From an optimization exercise on the open Yosys and OpenROAD flow, aimed at a short achievable clock period and few clock cycles; shortcuts taken in it are not production practice.
Only simulation tests tie the RTL to the original design; equivalence was not proved.
Power and IR drop assume default switching activity.

==> inputs of fjord <==
// SCPU_W_1
module SCPU_W_1(
  input wire clk,
  input wire rst,
  input wire [31:0]inst_in,
  input wire [31:0]Data_in,
  output wire MemRW,
  output wire [31:0]PC_out,
  output wire [31:0]Data_out,
  output wire [31:0]Addr_out,
  output wire [3:0]wea,
  output wire [31:0] Reg00,
  output wire [31:0] Reg01,
  output wire [31:0] Reg02,
  output wire[31:0] Reg03,
  output wire[31:0] Reg04,
  output wire[31:0] Reg05,
  output wire[31:0] Reg06,
  output wire[31:0] Reg07,
  output wire[31:0] Reg08,
  output wire[31:0] Reg09,
  output wire[31:0] Reg10,
  output wire[31:0] Reg11,
  output wire[31:0] Reg12,
  output wire[31:0] Reg13,
  output wire[31:0] Reg14,
  output wire[31:0] Reg15,
  output wire[31:0] Reg16,
  output wire[31:0] Reg17,
  output wire[31:0] Reg18,
  output wire[31:0] Reg19,
  output wire[31:0] Reg20,
  output wire[31:0] Reg21,
  output wire[31:0] Reg22,
  output wire[31:0] Reg23,
  output wire[31:0] Reg24,
  output wire[31:0] Reg25,
  output wire[31:0] Reg26,
  output wire[31:0] Reg27,
  output wire[31:0] Reg28,
  output wire[31:0] Reg29,
  output wire[31:0] Reg30,
  output wire[31:0] Reg31
);
clock: 10.0 ns
lec_check: 0
cap_margin: 20
core_margin: 2
core_utilization: 40
place_density: 0.6
setup_slack_margin: 5
slew_margin: 20
tns_end_percent: 100
standard.sh (not shown) runs the stock make flow with config.mk's settings and CLKGATE_MAP_FILE= SYNTH_SCRIPT=/design/flow/synth_recipe.tcl, a recipe that flattens the netlist after the stock synthesis.
==> flow/flow/run.sh <==
#!/bin/bash
set -o pipefail
bash standard.sh SETUP_SLACK_MARGIN=6.5 TNS_END_PERCENT=100 finish > flow.log 2>&1
==> ember (differences from fjord) <==
--- a/flow/design.v
+++ b/flow/design.v
@@ -48,11 +48,11 @@
   reg [31:2] e_pc4;
   reg [31:2] e_pc;
   reg [31:2] e_bimm;                
   reg        e_auipc;
   reg [31:2] e_pnpc;                
-  reg        e_hit;
+  reg        e_hit, e_ftaken;
   reg [1:0]  e_ctr;
   reg [31:0] e_a, e_b, e_s;         
   reg        e_fa, e_fb, e_fs;      
   reg        e_rr, e_xr, e_rx, e_xx;  
   reg [4:0]  e_rd;
@@ -126,11 +126,14 @@
   wire [31:0] sum_xx = {x_res[30:0], 1'b0};
   wire [31:0] dif_rr = e_a - e_b;
   wire [31:0] dif_xr = x_res - e_b;
   wire [31:0] dif_rx = e_a - x_res;
   wire eq_rr = e_a == e_b, eq_xr = x_res == e_b, eq_rx = e_a == x_res;
-  wire lu_rr = e_a < e_b,  lu_xr = x_res < e_b,  lu_rx = e_a < x_res;
+  wire lu_rr, lu_xr, lu_rx;
+  ltu32 u_c0(.a(e_a),   .b(e_b),   .lt(lu_rr));
+  ltu32 u_c1(.a(x_res), .b(e_b),   .lt(lu_xr));
+  ltu32 u_c2(.a(e_a),   .b(x_res), .lt(lu_rx));
   wire eq  = e_xx | (e_rr & eq_rr) | (e_xr & eq_xr) | (e_rx & eq_rx);
   wire ltu = (e_rr & lu_rr) | (e_xr & lu_xr) | (e_rx & lu_rx);
   wire lts = (a[31] ^ b[31]) ? a[31] : ltu;
   wire [31:0] addr = e_fa ? sum_xr : sum_rr;
   wire [31:0] sll  = a << b[4:0];
@@ -180,12 +183,12 @@
       e_rtgt = taken ? e_tgt : e_pc4;
     end else if (e_jal) begin
       e_mis  = ~e_eq_t;
       e_rtgt = e_tgt;
     end else if (e_jalr) begin
-      e_mis  = 1'b0;                  
-      e_rtgt = e_pc4;
+      e_mis  = ~e_ftaken;
+      e_rtgt = jalr_t;
     end else begin
       e_mis  = ~e_eq_4;
       e_rtgt = e_pc4;
     end
   end
@@ -267,10 +270,11 @@
     e_pc    <= pc_f;
     e_bimm  <= f_is_jal ? f_imm_j : f_imm_b;
     e_auipc <= f_is_auipc;
     e_pnpc  <= f_pnpc;
     e_hit   <= f_hit;
+    e_ftaken <= f_taken;
     e_ctr   <= f_ctr;
     e_a     <= f_r1;
     e_b     <= f_use_imm ? f_imm : f_r2;
     e_s     <= f_r2;
     e_fa    <= f_fa;
@@ -310,11 +314,11 @@
     x_load  <= e_load;
     x_f3    <= e_f3;
     x_al    <= addr[1:0];
     x_jalr  <= e_jalr;
     x_jt    <= jalr_t;
-    x_pnpc  <= e_pnpc;
+    x_pnpc  <= (e_jalr & ~e_ftaken) ? jalr_t : e_pnpc;
     mem_addr <= addr;
     mem_data <= st_data;
     mem_wea  <= st_wea;
     u_pc    <= e_pc[TH-1:2];
     u_tgt   <= e_jalr ? jalr_t[GH-1:2] : e_tgt[GH-1:2];
@@ -362,5 +366,37 @@
   assign Reg28 = rf[28];
   assign Reg29 = rf[29];
   assign Reg30 = rf[30];
   assign Reg31 = rf[31];
 endmodule
+module ltu32(
+  input  wire [31:0] a,
+  input  wire [31:0] b,
+  output wire        lt
+);
+  wire [31:0] l0 = ~a & b;
+  wire [31:0] e0 = ~(a ^ b);
+  wire [15:0] l1, e1;
+  wire [7:0]  l2, e2;
+  wire [3:0]  l3, e3;
+  wire [1:0]  l4, e4;
+  genvar i;
+  generate
+    for (i = 0; i < 16; i = i + 1) begin : g1
+      assign l1[i] = l0[2*i+1] | (e0[2*i+1] & l0[2*i]);
+      assign e1[i] = e0[2*i+1] & e0[2*i];
+    end
+    for (i = 0; i < 8; i = i + 1) begin : g2
+      assign l2[i] = l1[2*i+1] | (e1[2*i+1] & l1[2*i]);
+      assign e2[i] = e1[2*i+1] & e1[2*i];
+    end
+    for (i = 0; i < 4; i = i + 1) begin : g3
+      assign l3[i] = l2[2*i+1] | (e2[2*i+1] & l2[2*i]);
+      assign e3[i] = e2[2*i+1] & e2[2*i];
+    end
+    for (i = 0; i < 2; i = i + 1) begin : g4
+      assign l4[i] = l3[2*i+1] | (e3[2*i+1] & l3[2*i]);
+      assign e4[i] = e3[2*i+1] & e3[2*i];
+    end
+  endgenerate
+  assign lt = l4[1] | (e4[1] & l4[0]);
+endmodule
==> notes <==
Against fjord, the worst setup slack of ember is worse by 0.024 ns.
Of ember and fjord, fjord has the higher maximum frequency (gap 0.58%, measured against fjord).
In ember the wire length is higher than in fjord, by 5.9%.
Between ember and fjord, the lower clock skew is in fjord (gap 0.0089 ns).
Sequential power is about the same in ember and fjord.
Against ember, the first-iteration DRC count of fjord is larger by 5.9%.
Clock power is about the same in ember and fjord.
==> figures <==
metric                                                       fjord       ember
Multi-input combinational cell area                      53600 µm²   57600 µm²
Rel. slew slack                                              0.145       0.101
Mean routed wirelength per cell                            42.0 µm     42.5 µm
Share of total power in sequential cells                     0.346       0.336
Async SR Flop Fraction                                      0.0291      0.0291
Run status                                timing/DRC/antenna clean  timing/DRC/antenna clean
Routed wire length                                       631000 µm   668000 µm
Global-route wire length before repair                   816000 µm   871000 µm
Met2 routed WL                                           267000 µm   292000 µm
Final instance area                                     161000 µm²  167000 µm²
CP Data Required Time                                     10.76 ns    10.80 ns
Final estimated routing congestion in global placement        1.02        1.03
1st-iter DRT viols                                           14856       14030
Number of antenna cells inserted                                78         125
Die area                                                294000 µm²  301000 µm²
Testbench counts of fjord, summed over its fixed seeds: cycles 14,765.
Testbench counts of ember, summed over its fixed seeds: cycles 14,699.

========
==> build 9 <==
==> flow/design.v <==
`timescale 1ns / 1ps
module SCPU_W_1(
  input wire clk,
  input wire rst,
  input wire [31:0]inst_in,
  input wire [31:0]Data_in,
  output wire MemRW,
  output wire [31:0]PC_out,
  output wire [31:0]Data_out,
  output wire [31:0]Addr_out,
  output wire [3:0]wea,
  output wire [31:0] Reg00,
  output wire [31:0] Reg01,
  output wire [31:0] Reg02,
  output wire[31:0] Reg03,
  output wire[31:0] Reg04,
  output wire[31:0] Reg05,
  output wire[31:0] Reg06,
  output wire[31:0] Reg07,
  output wire[31:0] Reg08,
  output wire[31:0] Reg09,
  output wire[31:0] Reg10,
  output wire[31:0] Reg11,
  output wire[31:0] Reg12,
  output wire[31:0] Reg13,
  output wire[31:0] Reg14,
  output wire[31:0] Reg15,
  output wire[31:0] Reg16,
  output wire[31:0] Reg17,
  output wire[31:0] Reg18,
  output wire[31:0] Reg19,
  output wire[31:0] Reg20,
  output wire[31:0] Reg21,
  output wire[31:0] Reg22,
  output wire[31:0] Reg23,
  output wire[31:0] Reg24,
  output wire[31:0] Reg25,
  output wire[31:0] Reg26,
  output wire[31:0] Reg27,
  output wire[31:0] Reg28,
  output wire[31:0] Reg29,
  output wire[31:0] Reg30,
  output wire[31:0] Reg31
);
  reg [31:0] rf [1:31];
  reg [31:2] pc_f;                  
  reg        d_valid;
  reg [31:0] d_ir;
  reg [31:2] d_pc;
  reg [31:2] d_pnpc;                
  reg        e_valid;
  reg [31:2] e_pc4;
  reg [31:2] e_tgt;                 
  reg [31:2] e_pnpc;                
  reg        e_eq_t, e_eq_4;        
  reg [31:0] e_a, e_b, e_s;         
  reg [31:0] e_imm;
  reg        e_fa, e_fb, e_fs;      
  reg [4:0]  e_rd;
  reg        e_wen;                 
  reg        e_load, e_store, e_br, e_jal, e_jalr;
  reg [2:0]  e_f3;
  reg [31:0] e_pv;                  
  reg        e_s_add, e_s_sub, e_s_slt, e_s_sltu, e_s_xor, e_s_or, e_s_and,
             e_s_sll, e_s_srl, e_s_sra, e_s_pv;
  reg        x_valid;               
  reg        x_wen;
  reg [4:0]  x_rd;
  reg [31:0] x_res;
  reg        x_load;
  reg [2:0]  x_f3;
  reg [1:0]  x_al;                  
  reg        mem_we;
  reg [31:0] mem_addr, mem_data;
  reg [3:0]  mem_wea;
  wire [4:0] d_opc = d_ir[6:2];
  wire [4:0] d_rd  = d_ir[11:7];
  wire [4:0] d_rs1 = d_ir[19:15];
  wire [4:0] d_rs2 = d_ir[24:20];
  wire [2:0] d_f3  = d_ir[14:12];
  wire       d_f7  = d_ir[30];
  wire d_is_op    = d_opc == 5'b01100;
  wire d_is_opi   = d_opc == 5'b00100;
  wire d_is_load  = d_opc == 5'b00000;
  wire d_is_store = d_opc == 5'b01000;
  wire d_is_br    = d_opc == 5'b11000;
  wire d_is_jal   = d_opc == 5'b11011;
  wire d_is_jalr  = d_opc == 5'b11001;
  wire d_is_lui   = d_opc == 5'b01101;
  wire d_is_auipc = d_opc == 5'b00101;
  wire d_use1 = d_is_op | d_is_opi | d_is_load | d_is_store | d_is_br | d_is_jalr;
  wire d_use2 = d_is_op | d_is_store | d_is_br;
  wire d_writes = d_is_op | d_is_opi | d_is_load | d_is_jal | d_is_jalr | d_is_lui | d_is_auipc;
  wire [31:0] imm_i = {{20{d_ir[31]}}, d_ir[31:20]};
  wire [31:0] imm_s = {{20{d_ir[31]}}, d_ir[31:25], d_ir[11:7]};
  wire [31:0] imm_b = {{20{d_ir[31]}}, d_ir[7], d_ir[30:25], d_ir[11:8], 1'b0};
  wire [31:0] imm_u = {d_ir[31:12], 12'b0};
  wire [31:0] imm_j = {{12{d_ir[31]}}, d_ir[19:12], d_ir[20], d_ir[30:21], 1'b0};
  wire [31:0] d_imm = d_is_store ? imm_s : imm_i;
  wire        d_use_imm = d_is_opi | d_is_load | d_is_store | d_is_jalr;
  wire [31:2] d_pc4 = d_pc + 30'd1;
  wire [31:2] d_tgt = d_pc + (d_is_jal ? imm_j[31:2] : imm_b[31:2]);
  wire [31:0] d_auipc = {d_pc, 2'b00} + imm_u;
  wire d_pred_t = d_is_jal | (d_is_br & d_ir[31]);
  wire [31:0] m_wdata;
  wire [31:0] rf1 = (d_rs1 == 5'd0) ? 32'd0 : rf[d_rs1];
  wire [31:0] rf2 = (d_rs2 == 5'd0) ? 32'd0 : rf[d_rs2];
  wire        byp1 = x_wen && (x_rd == d_rs1);
  wire        byp2 = x_wen && (x_rd == d_rs2);
  wire [31:0] d_r1 = byp1 ? m_wdata : rf1;
  wire [31:0] d_r2 = byp2 ? m_wdata : rf2;
  wire stall = d_valid & e_valid & e_load & e_wen &
               ((d_use1 & (e_rd == d_rs1)) | (d_use2 & (e_rd == d_rs2)));
  wire d_redirect = d_valid & ~stall & d_pred_t & (d_pnpc != d_tgt);
  wire [31:0] a = e_fa ? x_res : e_a;
  wire [31:0] b = e_fb ? x_res : e_b;
  wire [31:0] s = e_fs ? x_res : e_s;
  wire [31:0] sum  = a + b;
  wire [32:0] diff = {1'b0, a} - {1'b0, b};
  wire        ltu  = diff[32];
  wire        lts  = (a[31] ^ b[31]) ? a[31] : diff[31];
  wire        eq   = a == b;
  wire [31:0] sll  = a << b[4:0];
  wire [31:0] srl  = a >> b[4:0];
  wire [31:0] sra  = $signed(a) >>> b[4:0];
  wire [31:0] res =
      ({32{e_s_add}}  & sum)       |
      ({32{e_s_sub}}  & diff[31:0]) |
      ({32{e_s_slt}}  & {31'd0, lts}) |
      ({32{e_s_sltu}} & {31'd0, ltu}) |
      ({32{e_s_xor}}  & (a ^ b))   |
      ({32{e_s_or}}   & (a | b))   |
      ({32{e_s_and}}  & (a & b))   |
      ({32{e_s_sll}}  & sll)       |
      ({32{e_s_srl}}  & srl)       |
      ({32{e_s_sra}}  & sra)       |
      ({32{e_s_pv}}   & e_pv);
  reg taken;
  always @(*) begin
    case (e_f3)
      3'b000: taken = eq;
      3'b001: taken = ~eq;
      3'b100: taken = lts;
      3'b101: taken = ~lts;
      3'b110: taken = ltu;
      3'b111: taken = ~ltu;
      default: taken = 1'b0;
    endcase
  end
  wire [31:2] jalr_t = sum[31:2];
  reg         e_mis;
  reg  [31:2] e_rtgt;
  always @(*) begin
    if (e_br) begin
      e_mis  = taken ? ~e_eq_t : ~e_eq_4;
      e_rtgt = taken ? e_tgt : e_pc4;
    end else if (e_jal) begin
      e_mis  = ~e_eq_t;
      e_rtgt = e_tgt;
    end else if (e_jalr) begin
      e_mis  = jalr_t != e_pnpc;
      e_rtgt = jalr_t;
    end else begin
      e_mis  = ~e_eq_4;
      e_rtgt = e_pc4;
    end
  end
  wire e_redirect = e_valid & e_mis;
  reg [3:0] st_wea;
  always @(*) begin
    case (e_f3[1:0])
      2'b00: st_wea = 4'b0001 << sum[1:0];
      2'b01: st_wea = sum[1] ? 4'b1100 : 4'b0011;
      default: st_wea = 4'b1111;
    endcase
  end
  wire [31:0] st_data = (e_f3[1:0] == 2'b00) ? {4{s[7:0]}} :
                        (e_f3[1:0] == 2'b01) ? {2{s[15:0]}} : s;
  wire [7:0]  ld_b = x_al[1] ? (x_al[0] ? Data_in[31:24] : Data_in[23:16])
                             : (x_al[0] ? Data_in[15:8]  : Data_in[7:0]);
  wire [15:0] ld_h = x_al[1] ? Data_in[31:16] : Data_in[15:0];
  reg  [31:0] ld_v;
  always @(*) begin
    case (x_f3)
      3'b000: ld_v = {{24{ld_b[7]}}, ld_b};
      3'b001: ld_v = {{16{ld_h[15]}}, ld_h};
      3'b100: ld_v = {24'd0, ld_b};
      3'b101: ld_v = {16'd0, ld_h};
      default: ld_v = Data_in;
    endcase
  end
  assign m_wdata = x_load ? ld_v : x_res;
  wire [31:2] f_pnpc = pc_f + 30'd1;
  always @(posedge clk or posedge rst) begin
    if (rst) begin
      pc_f    <= 30'd0;
      d_valid <= 1'b0;
      e_valid <= 1'b0;
      x_valid <= 1'b0;
      x_wen   <= 1'b0;
      mem_we  <= 1'b0;
    end else begin
      if (e_redirect)      pc_f <= e_rtgt;
      else if (stall)      pc_f <= pc_f;
      else if (d_redirect) pc_f <= d_tgt;
      else                 pc_f <= f_pnpc;
      if (e_redirect | d_redirect) d_valid <= 1'b0;
      else if (!stall)             d_valid <= 1'b1;
      e_valid <= d_valid & ~stall & ~e_redirect;
      x_valid <= e_valid;
      x_wen   <= e_valid & e_wen;
      mem_we  <= e_valid & e_store;
    end
  end
  always @(posedge clk) begin
    if (!stall) begin
      d_ir   <= inst_in;
      d_pc   <= pc_f;
      d_pnpc <= f_pnpc;
    end
    e_pc4   <= d_pc4;
    e_tgt   <= d_tgt;
    e_pnpc  <= d_redirect ? d_tgt : d_pnpc;
    e_eq_t  <= d_redirect | (d_pnpc == d_tgt);
    e_eq_4  <= d_redirect ? (d_tgt == d_pc4) : (d_pnpc == d_pc4);
    e_a     <= d_r1;
    e_b     <= d_use_imm ? d_imm : d_r2;
    e_s     <= d_r2;
    e_imm   <= d_imm;
    e_fa    <= e_valid & e_wen & (e_rd == d_rs1);
    e_fb    <= e_valid & e_wen & (e_rd == d_rs2) & ~d_use_imm;
    e_fs    <= e_valid & e_wen & (e_rd == d_rs2);
    e_rd    <= d_rd;
    e_wen   <= d_writes & (d_rd != 5'd0);
    e_load  <= d_is_load;
    e_store <= d_is_store;
    e_br    <= d_is_br;
    e_jal   <= d_is_jal;
    e_jalr  <= d_is_jalr;
    e_f3    <= d_f3;
    e_pv    <= d_is_lui ? imm_u : d_is_auipc ? d_auipc : {d_pc4, 2'b00};
    e_s_add  <= d_is_load | d_is_store | ((d_is_op | d_is_opi) & d_f3 == 3'b000 & ~(d_is_op & d_f7));
    e_s_sub  <= d_is_op & d_f3 == 3'b000 & d_f7;
    e_s_slt  <= (d_is_op | d_is_opi) & d_f3 == 3'b010;
    e_s_sltu <= (d_is_op | d_is_opi) & d_f3 == 3'b011;
    e_s_xor  <= (d_is_op | d_is_opi) & d_f3 == 3'b100;
    e_s_or   <= (d_is_op | d_is_opi) & d_f3 == 3'b110;
    e_s_and  <= (d_is_op | d_is_opi) & d_f3 == 3'b111;
    e_s_sll  <= (d_is_op | d_is_opi) & d_f3 == 3'b001;
    e_s_srl  <= (d_is_op | d_is_opi) & d_f3 == 3'b101 & ~d_f7;
    e_s_sra  <= (d_is_op | d_is_opi) & d_f3 == 3'b101 & d_f7;
    e_s_pv   <= d_is_lui | d_is_auipc | d_is_jal | d_is_jalr;
    x_rd    <= e_rd;
    x_res   <= res;
    x_load  <= e_load;
    x_f3    <= e_f3;
    x_al    <= sum[1:0];
    mem_addr <= sum;
    mem_data <= st_data;
    mem_wea  <= st_wea;
    if (x_wen) rf[x_rd] <= m_wdata;
  end
  assign PC_out   = {pc_f, 2'b00};
  assign MemRW    = mem_we;
  assign Addr_out = mem_addr;
  assign Data_out = mem_data;
  assign wea      = mem_wea;
  assign Reg00 = 32'd0;
  assign Reg01 = rf[1];
  assign Reg02 = rf[2];
  assign Reg03 = rf[3];
  assign Reg04 = rf[4];
  assign Reg05 = rf[5];
  assign Reg06 = rf[6];
  assign Reg07 = rf[7];
  assign Reg08 = rf[8];
  assign Reg09 = rf[9];
  assign Reg10 = rf[10];
  assign Reg11 = rf[11];
  assign Reg12 = rf[12];
  assign Reg13 = rf[13];
  assign Reg14 = rf[14];
  assign Reg15 = rf[15];
  assign Reg16 = rf[16];
  assign Reg17 = rf[17];
  assign Reg18 = rf[18];
  assign Reg19 = rf[19];
  assign Reg20 = rf[20];
  assign Reg21 = rf[21];
  assign Reg22 = rf[22];
  assign Reg23 = rf[23];
  assign Reg24 = rf[24];
  assign Reg25 = rf[25];
  assign Reg26 = rf[26];
  assign Reg27 = rf[27];
  assign Reg28 = rf[28];
  assign Reg29 = rf[29];
  assign Reg30 = rf[30];
  assign Reg31 = rf[31];
endmodule
==> flow/run.sh <==
#!/bin/bash
# synth_recipe.tcl (not shown) runs the flow's synth.tcl, then flattens the netlist and writes it again
# the make line also repeats each setting of config.mk as NAME=value (left out here)
make -C /OpenROAD-flow-scripts/flow DESIGN_CONFIG=/design/flow/config.mk WORK_HOME=/design/flow/orfs CLKGATE_MAP_FILE= SYNTH_SCRIPT=/design/flow/synth_recipe.tcl finish
==> flow/config.mk <==
export PLATFORM = sky130hd
export DESIGN_NAME = SCPU_W_1
export DESIGN_NICKNAME = SCPU_W_1
export VERILOG_FILES = /design/flow/design.v
export SDC_FILE = /design/flow/constraint.sdc
export NUM_CORES = 4
export LEC_CHECK = 0
export CAP_MARGIN = 20
export CORE_MARGIN = 2
export CORE_UTILIZATION = 40
export PLACE_DENSITY = 0.6
export SETUP_SLACK_MARGIN = 5
export SLEW_MARGIN = 20
export TNS_END_PERCENT = 100
==> flow/constraint.sdc <==
create_clock -name core_clock -period 10.0 [get_ports {clk}]
set_input_delay 2.0000 -clock core_clock [delete_from_list [all_inputs] [get_ports {clk}]]
set_output_delay 2.0000 -clock core_clock [all_outputs]
set_load 0.01 [all_outputs]
==> trial 54: changes against build 9 <==
--- a/flow/design.v
+++ b/flow/design.v
@@ -49,9 +49,12 @@
   reg [31:2] d_pc;
   reg [31:2] d_pnpc;                
+  reg        d_hit, d_ftaken;       
+  reg [1:0]  d_ctr;
   reg        e_valid;
   reg [31:2] e_pc4;
   reg [31:2] e_tgt;                 
   reg [31:2] e_pnpc;                
-  reg        e_eq_t, e_eq_4;        
+  reg        e_hit;
+  reg [1:0]  e_ctr;
   reg [31:0] e_a, e_b, e_s;         
   reg [31:0] e_imm;
@@ -71,4 +74,6 @@
   reg [2:0]  x_f3;
   reg [1:0]  x_al;                  
+  reg        x_jalr;                
+  reg [31:2] x_jt, x_pnpc;
   reg        mem_we;
   reg [31:0] mem_addr, mem_data;
@@ -102,5 +107,4 @@
   wire [31:2] d_tgt = d_pc + (d_is_jal ? imm_j[31:2] : imm_b[31:2]);
   wire [31:0] d_auipc = {d_pc, 2'b00} + imm_u;
-  wire d_pred_t = d_is_jal | (d_is_br & d_ir[31]);
   wire [31:0] m_wdata;
   wire [31:0] rf1 = (d_rs1 == 5'd0) ? 32'd0 : rf[d_rs1];
@@ -112,13 +116,17 @@
   wire stall = d_valid & e_valid & e_load & e_wen &
                ((d_use1 & (e_rd == d_rs1)) | (d_use2 & (e_rd == d_rs2)));
-  wire d_redirect = d_valid & ~stall & d_pred_t & (d_pnpc != d_tgt);
+  wire d_redirect = d_valid & ~stall & ~d_ftaken &
+                    (d_is_jal | (d_is_br & ~d_hit & d_ir[31]));
   wire [31:0] a = e_fa ? x_res : e_a;
   wire [31:0] b = e_fb ? x_res : e_b;
   wire [31:0] s = e_fs ? x_res : e_s;
   wire [31:0] sum  = a + b;
-  wire [32:0] diff = {1'b0, a} - {1'b0, b};
-  wire        ltu  = diff[32];
-  wire        lts  = (a[31] ^ b[31]) ? a[31] : diff[31];
-  wire        eq   = a == b;
+  wire [31:0] diff = a - b;
+  wire [31:0] addr = a + e_imm;
+  wire eq_rr = e_a == e_b, eq_xr = x_res == e_b, eq_rx = e_a == x_res;
+  wire lu_rr = e_a < e_b,  lu_xr = x_res < e_b,  lu_rx = e_a < x_res;
+  wire eq  = e_fa ? (e_fb ? 1'b1 : eq_xr) : (e_fb ? eq_rx : eq_rr);
+  wire ltu = e_fa ? (e_fb ? 1'b0 : lu_xr) : (e_fb ? lu_rx : lu_rr);
+  wire lts = (a[31] ^ b[31]) ? a[31] : ltu;
   wire [31:0] sll  = a << b[4:0];
   wire [31:0] srl  = a >> b[4:0];
@@ -126,5 +134,5 @@
   wire [31:0] res =
       ({32{e_s_add}}  & sum)       |
-      ({32{e_s_sub}}  & diff[31:0]) |
+      ({32{e_s_sub}}  & diff)      |
       ({32{e_s_slt}}  & {31'd0, lts}) |
       ({32{e_s_sltu}} & {31'd0, ltu}) |
@@ -148,5 +156,7 @@
     endcase
   end
-  wire [31:2] jalr_t = sum[31:2];
+  wire [31:2] jalr_t = addr[31:2];
+  wire        e_eq_t = e_pnpc == e_tgt;
+  wire        e_eq_4 = e_pnpc == e_pc4;
   reg         e_mis;
   reg  [31:2] e_rtgt;
@@ -159,6 +169,6 @@
       e_rtgt = e_tgt;
     end else if (e_jalr) begin
-      e_mis  = jalr_t != e_pnpc;
-      e_rtgt = jalr_t;
+      e_mis  = 1'b0;                  
+      e_rtgt = e_pc4;
     end else begin
       e_mis  = ~e_eq_4;
@@ -167,9 +177,32 @@
   end
   wire e_redirect = e_valid & e_mis;
+  wire m_redirect = x_valid & x_jalr & (x_jt != x_pnpc);
+  localparam BI = 5;                        
+  localparam BN = 1 << BI;
+  reg [BN-1:0]   btb_v;
+  reg [31:BI+2]  btb_tag [0:BN-1];
+  reg [31:2]     btb_tgt [0:BN-1];
+  reg [1:0]      btb_ctr [0:BN-1];
+  wire [BI-1:0]  f_bi   = pc_f[BI+1:2];
+  wire           f_hit  = btb_v[f_bi] & (btb_tag[f_bi] == pc_f[31:BI+2]);
+  wire [1:0]     f_ctr  = btb_ctr[f_bi];
+  wire           f_taken = f_hit & f_ctr[1];
+  wire           b_we   = e_valid & (e_br | e_jal | e_jalr) & ~m_redirect;
+  wire           b_tk   = ~e_br | taken;
+  wire [31:2]    e_pc   = e_pc4 - 30'd1;
+  wire [BI-1:0]  b_i    = e_pc[BI+1:2];
+  reg  [1:0]     b_ctr;
+  always @(*) begin
+    if (~e_br)       b_ctr = 2'b11;
+    else if (~e_hit) b_ctr = taken ? 2'b10 : 2'b01;
+    else if (taken)  b_ctr = (e_ctr == 2'b11) ? 2'b11 : e_ctr + 2'b01;
+    else             b_ctr = (e_ctr == 2'b00) ? 2'b00 : e_ctr - 2'b01;
+  end
+  wire [31:2]    b_tgt  = e_jalr ? jalr_t : e_tgt;
   reg [3:0] st_wea;
   always @(*) begin
     case (e_f3[1:0])
-      2'b00: st_wea = 4'b0001 << sum[1:0];
-      2'b01: st_wea = sum[1] ? 4'b1100 : 4'b0011;
+      2'b00: st_wea = 4'b0001 << addr[1:0];
+      2'b01: st_wea = addr[1] ? 4'b1100 : 4'b0011;
       default: st_wea = 4'b1111;
     endcase
@@ -191,5 +224,5 @@
   end
   assign m_wdata = x_load ? ld_v : x_res;
-  wire [31:2] f_pnpc = pc_f + 30'd1;
+  wire [31:2] f_pnpc = f_taken ? btb_tgt[f_bi] : pc_f + 30'd1;
   always @(posedge clk or posedge rst) begin
     if (rst) begin
@@ -200,15 +233,18 @@
       x_wen   <= 1'b0;
       mem_we  <= 1'b0;
+      btb_v   <= {BN{1'b0}};
     end else begin
-      if (e_redirect)      pc_f <= e_rtgt;
+      if (b_we) btb_v[b_i] <= 1'b1;
+      if (m_redirect)      pc_f <= x_jt;
+      else if (e_redirect) pc_f <= e_rtgt;
       else if (stall)      pc_f <= pc_f;
       else if (d_redirect) pc_f <= d_tgt;
       else                 pc_f <= f_pnpc;
-      if (e_redirect | d_redirect) d_valid <= 1'b0;
+      if (m_redirect | e_redirect | d_redirect) d_valid <= 1'b0;
       else if (!stall)             d_valid <= 1'b1;
-      e_valid <= d_valid & ~stall & ~e_redirect;
-      x_valid <= e_valid;
-      x_wen   <= e_valid & e_wen;
-      mem_we  <= e_valid & e_store;
+      e_valid <= d_valid & ~stall & ~e_redirect & ~m_redirect;
+      x_valid <= e_valid & ~m_redirect;
+      x_wen   <= e_valid & e_wen & ~m_redirect;
+      mem_we  <= e_valid & e_store & ~m_redirect;
     end
   end
@@ -218,10 +254,18 @@
       d_pc   <= pc_f;
       d_pnpc <= f_pnpc;
+      d_hit  <= f_hit;
+      d_ftaken <= f_taken;
+      d_ctr  <= f_ctr;
+    end
+    if (b_we) begin
+      btb_tag[b_i] <= e_pc[31:BI+2];
+      btb_tgt[b_i] <= b_tgt;
+      btb_ctr[b_i] <= b_ctr;
     end
+    e_hit   <= d_hit;
+    e_ctr   <= d_ctr;
     e_pc4   <= d_pc4;
     e_tgt   <= d_tgt;
     e_pnpc  <= d_redirect ? d_tgt : d_pnpc;
-    e_eq_t  <= d_redirect | (d_pnpc == d_tgt);
-    e_eq_4  <= d_redirect ? (d_tgt == d_pc4) : (d_pnpc == d_pc4);
     e_a     <= d_r1;
     e_b     <= d_use_imm ? d_imm : d_r2;
@@ -255,6 +299,9 @@
     x_load  <= e_load;
     x_f3    <= e_f3;
-    x_al    <= sum[1:0];
-    mem_addr <= sum;
+    x_al    <= addr[1:0];
+    x_jalr  <= e_jalr;
+    x_jt    <= jalr_t;
+    x_pnpc  <= e_pnpc;
+    mem_addr <= addr;
     mem_data <= st_data;
     mem_wea  <= st_wea;
==> summary of the runs <==
Trial 54 went through all stages and came out clean. Build 9 completed with no timing, DRC or antenna violations. In trial 54 the clock power is higher than in build 9, by about 110%. Against trial 54, the sequential cell count of build 9 is lower by 1905. In build 9 the sequential power is smaller than in trial 54, by about 55%. In build 9 the area after synthesis is smaller than in trial 54, by 48%. Between trial 54 and build 9, the lower critical path depth is in trial 54 (gap 11). In trial 54 the power is higher than in build 9, by about 110%. In trial 54 the die area is larger than in build 9, by about 90%. In trial 54 the sequential share of layout area is higher than in build 9, by 12 points. In trial 54 the final cell count is larger than in build 9, by about 60%.
Testbench counts of build 9, summed over its fixed seeds: cycles 16,750.
Testbench counts of trial 54, summed over its fixed seeds: cycles 15,249.

## separate check: timing with driven ports
In the flow no input, the clock included, has a driving cell. The finished layouts below were timed again as built, in two steps.
Step 1 (the two cells are an assumption about what drives the block):
set clk [get_ports {clk}]
set_driving_cell -lib_cell sky130_fd_sc_hd__clkbuf_16 $clk
set_driving_cell -lib_cell sky130_fd_sc_hd__buf_2 [delete_from_list [all_inputs] $clk]
Step 2 moves the port delays by t, midway between the first and last clock arrival at a register: inputs arrive t later, outputs are due t later. That takes back most of the time a late clock gives input paths.
Three values: no drivers, after step 1, after step 2; two values: the first two.
| run | t, ns | setup WS [ns] | hold WS [ns] | worst setup path after step 2 |
|---|---|---|---|---|
| fjord | 0.990 | 5.871 / 5.537 / 4.546 | 0.381 / 0.381 / 0.381 | input to register |
| ember | 1.011 | 5.847 / 5.847 / 4.952 | 0.383 / 0.383 / 0.383 | input to register |
| build 9 | 0.926 | 4.117 / 4.117 / 3.942 | 0.352 / 0.352 / 0.352 | input to register |
| trial 54 | 1.082 | 5.022 / 5.022 / 4.263 | 0.339 / 0.339 / 0.339 | input to register |
After both steps every run listed still meets setup and hold. For fjord, which loses most, drivers alone change the setup slack by -0.334 ns; drivers and shift together by -1.325 ns.
